This is an optimization exercise on Yosys and OpenROAD, whose aim is small area, not a production implementation.
Function was checked by simulation only, so behaviour that the tests miss may differ from the original.
Power and IR drop assume default switching activity.

==> design/flow/design.v <==
module tlb
(
    input  wire                      clk,
    input  wire [               18:0] s0_vppn    ,
    input  wire                       s0_va_bit12,
    input  wire [                9:0] s0_asid    ,
    output wire                       s0_found   ,
    output wire [$clog2(16)-1:0] s0_index   ,
    output wire [               19:0] s0_ppn     ,
    output wire [                5:0] s0_ps      ,
    output wire [                1:0] s0_plv     ,
    output wire [                1:0] s0_mat     ,
    output wire                       s0_d       ,
    output wire                       s0_v       ,
    input  wire [               18:0] s1_vppn    ,
    input  wire                       s1_va_bit12,
    input  wire [                9:0] s1_asid    ,
    output wire                       s1_found   ,
    output wire [$clog2(16)-1:0] s1_index   ,
    output wire [               19:0] s1_ppn     ,
    output wire [                5:0] s1_ps      ,
    output wire [                1:0] s1_plv     ,
    output wire [                1:0] s1_mat     ,
    output wire                       s1_d       ,
    output wire                       s1_v       ,
    input  wire                      invtlb_valid,
    input  wire [               4:0] invtlb_op   ,
    input  wire                       we     ,
    input  wire [$clog2(16)-1:0] w_index,
    input  wire                       w_e    ,
    input  wire [               18:0] w_vppn ,
    input  wire [                5:0] w_ps   ,
    input  wire [                9:0] w_asid ,
    input  wire                       w_g    ,
    input  wire [               19:0] w_ppn0 ,
    input  wire [                1:0] w_plv0 ,
    input  wire [                1:0] w_mat0 ,
    input  wire                       w_d0   ,
    input  wire                       w_v0   ,
    input  wire [               19:0] w_ppn1 ,
    input  wire [                1:0] w_plv1 ,
    input  wire [                1:0] w_mat1 ,
    input  wire                       w_d1   ,
    input  wire                       w_v1   ,
    input  wire [$clog2(16)-1:0] r_index,
    output wire                       r_e    ,
    output wire [               18:0] r_vppn ,
    output wire [                5:0] r_ps   ,
    output wire [                9:0] r_asid ,
    output wire                       r_g    ,
    output wire [               19:0] r_ppn0 ,
    output wire [                1:0] r_plv0 ,
    output wire [                1:0] r_mat0 ,
    output wire                       r_d0   ,
    output wire                       r_v0   ,
    output wire [               19:0] r_ppn1 ,
    output wire [                1:0] r_plv1 ,
    output wire [                1:0] r_mat1 ,
    output wire                       r_d1   ,
    output wire                       r_v1
);
localparam PD = 26;
localparam W  = 19 + 6 + 10 + 1 + 2*PD;  
reg  [15:0]  tlb_e;
reg  [W-1:0] ent [0:15];
wire [W-1:0] w_word = {w_vppn, w_ps, w_asid, w_g,
                       w_ppn0, w_plv0, w_mat0, w_d0, w_v0,
                       w_ppn1, w_plv1, w_mat1, w_d1, w_v1};
wire [18:0] e_vppn [0:15];
wire [ 5:0] e_ps   [0:15];
wire [ 9:0] e_asid [0:15];
wire [15:0] e_g;
wire [15:0] e_huge;
wire [PD-1:0] e_pd0 [0:15];
wire [PD-1:0] e_pd1 [0:15];
genvar gi;
generate
for (gi = 0; gi < 16; gi = gi + 1) begin : fld
    assign e_vppn[gi] = ent[gi][W-1 -: 19];
    assign e_ps[gi]   = ent[gi][W-20 -: 6];
    assign e_asid[gi] = ent[gi][W-26 -: 10];
    assign e_g[gi]    = ent[gi][2*PD];
    assign e_pd0[gi]  = ent[gi][2*PD-1 -: PD];
    assign e_pd1[gi]  = ent[gi][PD-1:0];
    assign e_huge[gi] = (e_ps[gi] == 6'd21);
end
endgenerate
wire [15:0] va0, va1, as0, as1;
generate
for (gi = 0; gi < 16; gi = gi + 1) begin : cmp
    assign va0[gi] = (s0_vppn[18:9] == e_vppn[gi][18:9])
                  && (e_huge[gi] || s0_vppn[8:0] == e_vppn[gi][8:0]);
    assign va1[gi] = (s1_vppn[18:9] == e_vppn[gi][18:9])
                  && (e_huge[gi] || s1_vppn[8:0] == e_vppn[gi][8:0]);
    assign as0[gi] = (s0_asid == e_asid[gi]);
    assign as1[gi] = (s1_asid == e_asid[gi]);
end
endgenerate
wire [15:0] m0 = tlb_e & va0 & (e_g | as0);
wire [15:0] m1 = tlb_e & va1 & (e_g | as1);
wire [15:0] f0 = m0 & ~(m0 - 16'd1) ;
wire [15:0] f1 = m1 & ~(m1 - 16'd1) ;
assign s0_found = |m0;
assign s1_found = |m1;
reg [3:0]    s0_idx_r, s1_idx_r;
reg [5:0]    s0_ps_r, s1_ps_r;
reg [PD-1:0] s0_pd0, s0_pd1, s1_pd0, s1_pd1;
integer k;
always @(*) begin
    s0_idx_r = 4'd0; s1_idx_r = 4'd0;
    s0_ps_r = 6'd0; s1_ps_r = 6'd0;
    s0_pd0 = {PD{1'b0}}; s0_pd1 = {PD{1'b0}};
    s1_pd0 = {PD{1'b0}}; s1_pd1 = {PD{1'b0}};
    for (k = 0; k < 16; k = k + 1) begin
        s0_idx_r = s0_idx_r | ({4{f0[k]}} & k[3:0]);
        s1_idx_r = s1_idx_r | ({4{f1[k]}} & k[3:0]);
        s0_ps_r  = s0_ps_r  | ({6{f0[k]}} & e_ps[k]);
        s1_ps_r  = s1_ps_r  | ({6{f1[k]}} & e_ps[k]);
        s0_pd0   = s0_pd0   | ({PD{f0[k]}} & e_pd0[k]);
        s0_pd1   = s0_pd1   | ({PD{f0[k]}} & e_pd1[k]);
        s1_pd0   = s1_pd0   | ({PD{f1[k]}} & e_pd0[k]);
        s1_pd1   = s1_pd1   | ({PD{f1[k]}} & e_pd1[k]);
    end
end
wire odd0 = (s0_ps_r == 6'd21) ? s0_vppn[8] : s0_va_bit12;
wire odd1 = (s1_ps_r == 6'd21) ? s1_vppn[8] : s1_va_bit12;
wire [PD-1:0] s0_pd = odd0 ? s0_pd1 : s0_pd0;
wire [PD-1:0] s1_pd = odd1 ? s1_pd1 : s1_pd0;
assign s0_index = s0_idx_r;
assign s0_ps    = s0_ps_r;
assign {s0_ppn, s0_plv, s0_mat, s0_d, s0_v} = s0_pd;
assign s1_index = s1_idx_r;
assign s1_ps    = s1_ps_r;
assign {s1_ppn, s1_plv, s1_mat, s1_d, s1_v} = s1_pd;
wire [W-1:0] r_word = ent[r_index];
wire r_e_r = tlb_e[r_index];
assign r_e = r_e_r;
assign {r_vppn, r_ps, r_asid, r_g,
        r_ppn0, r_plv0, r_mat0, r_d0, r_v0,
        r_ppn1, r_plv1, r_mat1, r_d1, r_v1} = r_word;
wire [15:0] inv_sel =
      (invtlb_op == 5'd0 || invtlb_op == 5'd1) ? 16'hffff
    : (invtlb_op == 5'd2) ? e_g
    : (invtlb_op == 5'd3) ? ~e_g
    : (invtlb_op == 5'd4) ? (~e_g & as1)
    : (invtlb_op == 5'd5) ? (~e_g & as1 & va1)
    : (invtlb_op == 5'd6) ? ((e_g | as1) & va1)
    : 16'h0000;
wire [15:0] w_oh = 16'd1 << w_index;
integer j;
always @(posedge clk) begin
    for (j = 0; j < 16; j = j + 1) begin
        if (we && w_oh[j]) begin
            tlb_e[j] <= w_e;
            ent[j]   <= w_word;
        end else if (invtlb_valid && inv_sel[j]) begin
            tlb_e[j] <= 1'b0;
        end
    end
end
endmodule
==> design/flow/run.sh <==
#!/bin/bash
# synth_recipe.tcl (not shown) runs the flow's synth.tcl, then flattens the netlist and writes it again
# the make line also repeats each setting of config.mk as NAME=value (left out here)
make -C /OpenROAD-flow-scripts/flow DESIGN_CONFIG=/design/flow/config.mk WORK_HOME=/design/flow/orfs CLKGATE_MAP_FILE= SYNTH_SCRIPT=/design/flow/synth_recipe.tcl finish
==> design/flow/config.mk <==
export PLATFORM = sky130hd
export DESIGN_NAME = tlb
export DESIGN_NICKNAME = tlb
export VERILOG_FILES = /design/flow/design.v
export SDC_FILE = /design/flow/constraint.sdc
export NUM_CORES = 4
export LEC_CHECK = 0
export CAP_MARGIN = 20
export CORE_MARGIN = 2
export CORE_UTILIZATION = 40
export SETUP_SLACK_MARGIN = 0.3
export SLEW_MARGIN = 20
==> design/flow/constraint.sdc <==
create_clock -name core_clock -period 10.0 [get_ports {clk}]
set_input_delay 2.0000 -clock core_clock [delete_from_list [all_inputs] [get_ports {clk}]]
set_output_delay 2.0000 -clock core_clock [all_outputs]
set_load 0.01 [all_outputs]
==> summary.txt <==
* Max_slew headroom at 14.2%
* Placeable Area at 188000 um2
* Cell count after synthesis at slightly above 6000
* Final GP Congestion at between 1 and 1.5
* Dominant synthesized flop cell: edfxtp_1
* Die Ht at 439 um
* Clk buf depth at 3
* Hold Slack at slightly above 0.8 ns
* Static leakage at 28.5 nW
* F_max at roughly 100 MHz
* Minimum clock period at a little under 10 ns
* Input/output buffers at about 330
* Post-synth EDFFs at 1424
* Clock transition at path regs at ~0.060 ns
* Layout Cells excl Fill at between 9000 and 10000
* Total chip power at 14.1 mW
* CP max stage cell: a31oi_1
* Net Count, Synth at about 6300
* I/O pins at ~330
* Final setup margin at 0.391 ns
* Fin. max-slew vios at 0
* Filler cell count at between 15000 and 20000
* Routed len/inst at ~45 um
* CP endpoint kind: primary output
* Startpoint types: primary input
* Root Driver: clkbuf_16
* DR vias at between 60000 and 70000
* Layout Skew at just under 0.03 ns
* DRC at 0
* Max cap viols at 0
* Worst-path maximum fanout at 23
* Width of the die at between 400 and 500 um
* Vias per cell at around 7.4
* CTS tree: built
* Period utilisation layout at 96.1%
* Synthesized area at around 76000 um2
* Maximum VDD drop at 0.139 mV
* Actual slew at the worst max-slew pin at around 1.3 ns
* Area delta synth->final at 18.5%
* Slowest stage delay, CP at 0.74 ns
* First-pass GRT wire length at 546 mm
* CTS sink cnt at approximately 1400
* Syn avg cell area at between 10 and 15 um2
* HP Class: flip-flop to flip-flop
* H-tree levels at 4
* Post-synth ARST share at 0%
* Setup TNS at 0 ns
* Unrepaired setup endpoints after global routing: yes
* CTS Buf Count at 159
* Crit-path cells: clkdlybuf4s50_1 -> buf_4 -> xor2_1 -> nor3_1 -> a31oi_1 -> nor3_1 -> buf_4 -> or4_1 -> buf_4 -> or3_1 -> o32a_1 -> a311oi_1 -> nand4b_1 -> mux2i_4 -> buf_12 -> mux2_1 -> clkdlybuf4s50_1
* Post-synthesis cell type count at between 90 and 100
* Full die area at between 150000 and 200000 um2
* Total track usage at 40.9%
* Sequential fraction of the synthesis area at a little under three fifths
* #FFs+latches synth at 1424
* Layout cell share with drive strength beyond 1 at 12.0%
* DRT Pass-1 Iters at 14
* Detail Route Antenna Nets at 0
* Worst endpoint data arrival time at between 7 and 8 ns
* DP Cell Count at a little under 9000
* # setup viols final at 0
* Status: timing/DRC/antenna clean
* Count of final hold-check violations at 0
* Ys Warns at 2
* HPWL after DPL at about 240 mm
* Power density cells at 157 nW/um2
* Routed wire length at between 400 and 500 mm
* Vias in the first global route at about 65000
* Initial antenna violation count at 32
* WP data required at approximately 8.0 ns
* Initial Utilization at 40.3%
* Pin count of the biggest net entering global routing at 91
* Worst slack, placed at 0.229 ns
* # nets final at between 6000 and 7000
* Initial DRC Count at 14600
* Worst-Skew Late Latency at ~0.83 ns
* GRT overflow at 0
* CP Class: primary input to primary output
* Num rows at 159
* Cell seen most often among critical-path stages: buf_4
## layer usage
metal	share of wire, %	GRT usage, %
met5	0.028	0.0744
met4	9.3	30.3
met1	35	51.0
met2	42	59.0
met3	14	13.4
## cell usage after synthesis, types with 118 or more instances
master / count / share of area, %
clkbuf_1: 327 / 1.6
xor2_1: 492 / 5.7
xnor2_1: 436 / 5.0
nand3_1: 296 / 2.0
a222oi_1: 180 / 2.4
a21oi_1: 314 / 2.1
a22o_1: 121 / 1.4
nand4_1: 291 / 2.4
edfxtp_1: 1424 / 56
nand2_1: 264 / 1.3
a221oi_1: 223 / 2.6
a22oi_1: 631 / 6.3
nor2_1: 118 / 0.59
## flip-flops by register name, indices dropped and copies added (netlist names)
register and count:
ent 1408, tlb_e 16
## cell families (layout without fill, tap and decap cells)
logic type             count (synthesis)  in the layout  synth area share, %
AND/OR/NAND/NOR                     1356           1356                 9.81
flip-flops                          1424           1424                 56.5
AO/OA/AOI/OAI                       1810           1810                 18.5
multiplexers                          64             64                 1.15
buffers and inverters                551           1030                 3.29
other                                  0             24                    0
XOR/XNOR                             928            928                 10.7
## critical path: cells and delay by family
| family | cells | cell delay (ns) |
|---|---|---|
| buffers and inverters | 6 | 2.09 |
| AO/OA/AOI/OAI | 3 | 1.43 |
| AND/OR/NAND/NOR | 5 | 1.24 |
| multiplexers | 2 | 0.62 |
| XOR/XNOR | 1 | 0.17 |
## timing repair
item,in CTS,in global routing
endpoints found under the setup margin,40,52
hold buffers,0,0
buffers inserted,0,5
gates resized for setup,2,26
pin swaps,0,4
## where the power goes
part	total (mW)	leakage, nW	switching, mW	internal, mW
logic	1.21	13.1	0.766	0.442
clock network	6.01	2.52	2.59	3.41
registers	6.85	12.9	0.141	6.71
total	14.1	28.5	3.50	10.6
## metrics by stage
| step | area [um2] | utilization [%] |
|---|---|---|
| after global placement | 84300 | 44.8 |
| after floorplan | 75700 | - |
| after global routing | 89700 | 47.7 |
| after detailed placement | 84300 | 44.8 |
| final | 89700 | 47.7 |
| after CTS | 89500 | 47.6 |
## layout make-up
type | count | area, um2 | share of cell area [%]
flip-flops and latches | 1424 | 42800 | 47.7
multi-input cells | 4158 | 31000 | 34.6
repair buffers | 716 | 7420 | 8.27
clock buffers | 182 | 4130 | 4.60
well taps | 2495 | 3120 | 3.48
clock inverters | 100 | 1070 | 1.19
inverters | 32 | 120 | 0.134
diodes | 24 | 60.1 | 0.0669
## placed cells by master (no fill, tap or decap), types with 16 or more instances in the layout
master           synthesis  layout
nor3_1                  80      66
xor2_1                 492     492
clkdlybuf4s50_1          0     321
nand4_1                291     291
nand3_1                296     296
a31oi_1                 22      20
nand2_1                264     263
inv_1                   32      32
edfxtp_1              1424    1424
mux2_1                  20      20
clkbuf_16                0     162
clkbuf_1               327      20
xnor2_1                436     436
a222oi_1               180     180
nor2_1                 118      92
mux2_4                  20      20
o21ai_0                 29      28
a22o_1                 121     121
a22oi_1                631     631
clkinv_1                 0      29
nor4_1                 110      99
buf_12                   0      96
nor2_4                   0      26
o22a_1                  84      84
a221oi_1               223     223
and2_1                  24      21
bufinv_16                0      17
clkinv_2                 0      26
a21oi_1                314     314
a211oi_1                16      16
a221o_1                 56      56
buf_4                   64     290
diode_2                  0      24
nand2b_1                17      16
## final timing paths
| check | from | endpoint | slack, ns | cells after the start |
|---|---|---|---|---|
| max | s0_vppn[6] | s0_ppn[7] | 0.39 | 17 |
| min | ent[1][52] | tlb_e[1] | 0.83 | 3 |
| max reg2reg | ent[2][68] | tlb_e[2] | 6.45 | 9 |
| min reg2reg | ent[1][52] | tlb_e[1] | 0.83 | 3 |

-- re-timing with driven ports --
In the flow no input, the clock included, has a driving cell. The finished layout below was timed again as built, in two steps. Step 1 (the two cells are an assumption about what drives the block):
set clk [get_ports {clk}]
set_driving_cell -lib_cell sky130_fd_sc_hd__clkbuf_16 $clk
set_driving_cell -lib_cell sky130_fd_sc_hd__buf_2 [delete_from_list [all_inputs] $clk]
Step 2, shift: input delay + t, output delay - t, t = (earliest + latest rising clock arrival at the registers) / 2. This alone moves slack from input paths to output paths. Slacks: ideal ports / drivers / drivers and shift; pairs: ideal ports / drivers.
t, ns: 0.915
setup slack, ns: 0.391 / 0.369 / 0.369
worst setup path after step 2: input to output
slew at the worst register clock pin (ns): 0.07 / 0.07
pins driven straight from the clock port: 1
After both steps this run still meets setup and hold. For this run, drivers alone change the setup slack by -0.022 ns; drivers and shift together by -0.022 ns.
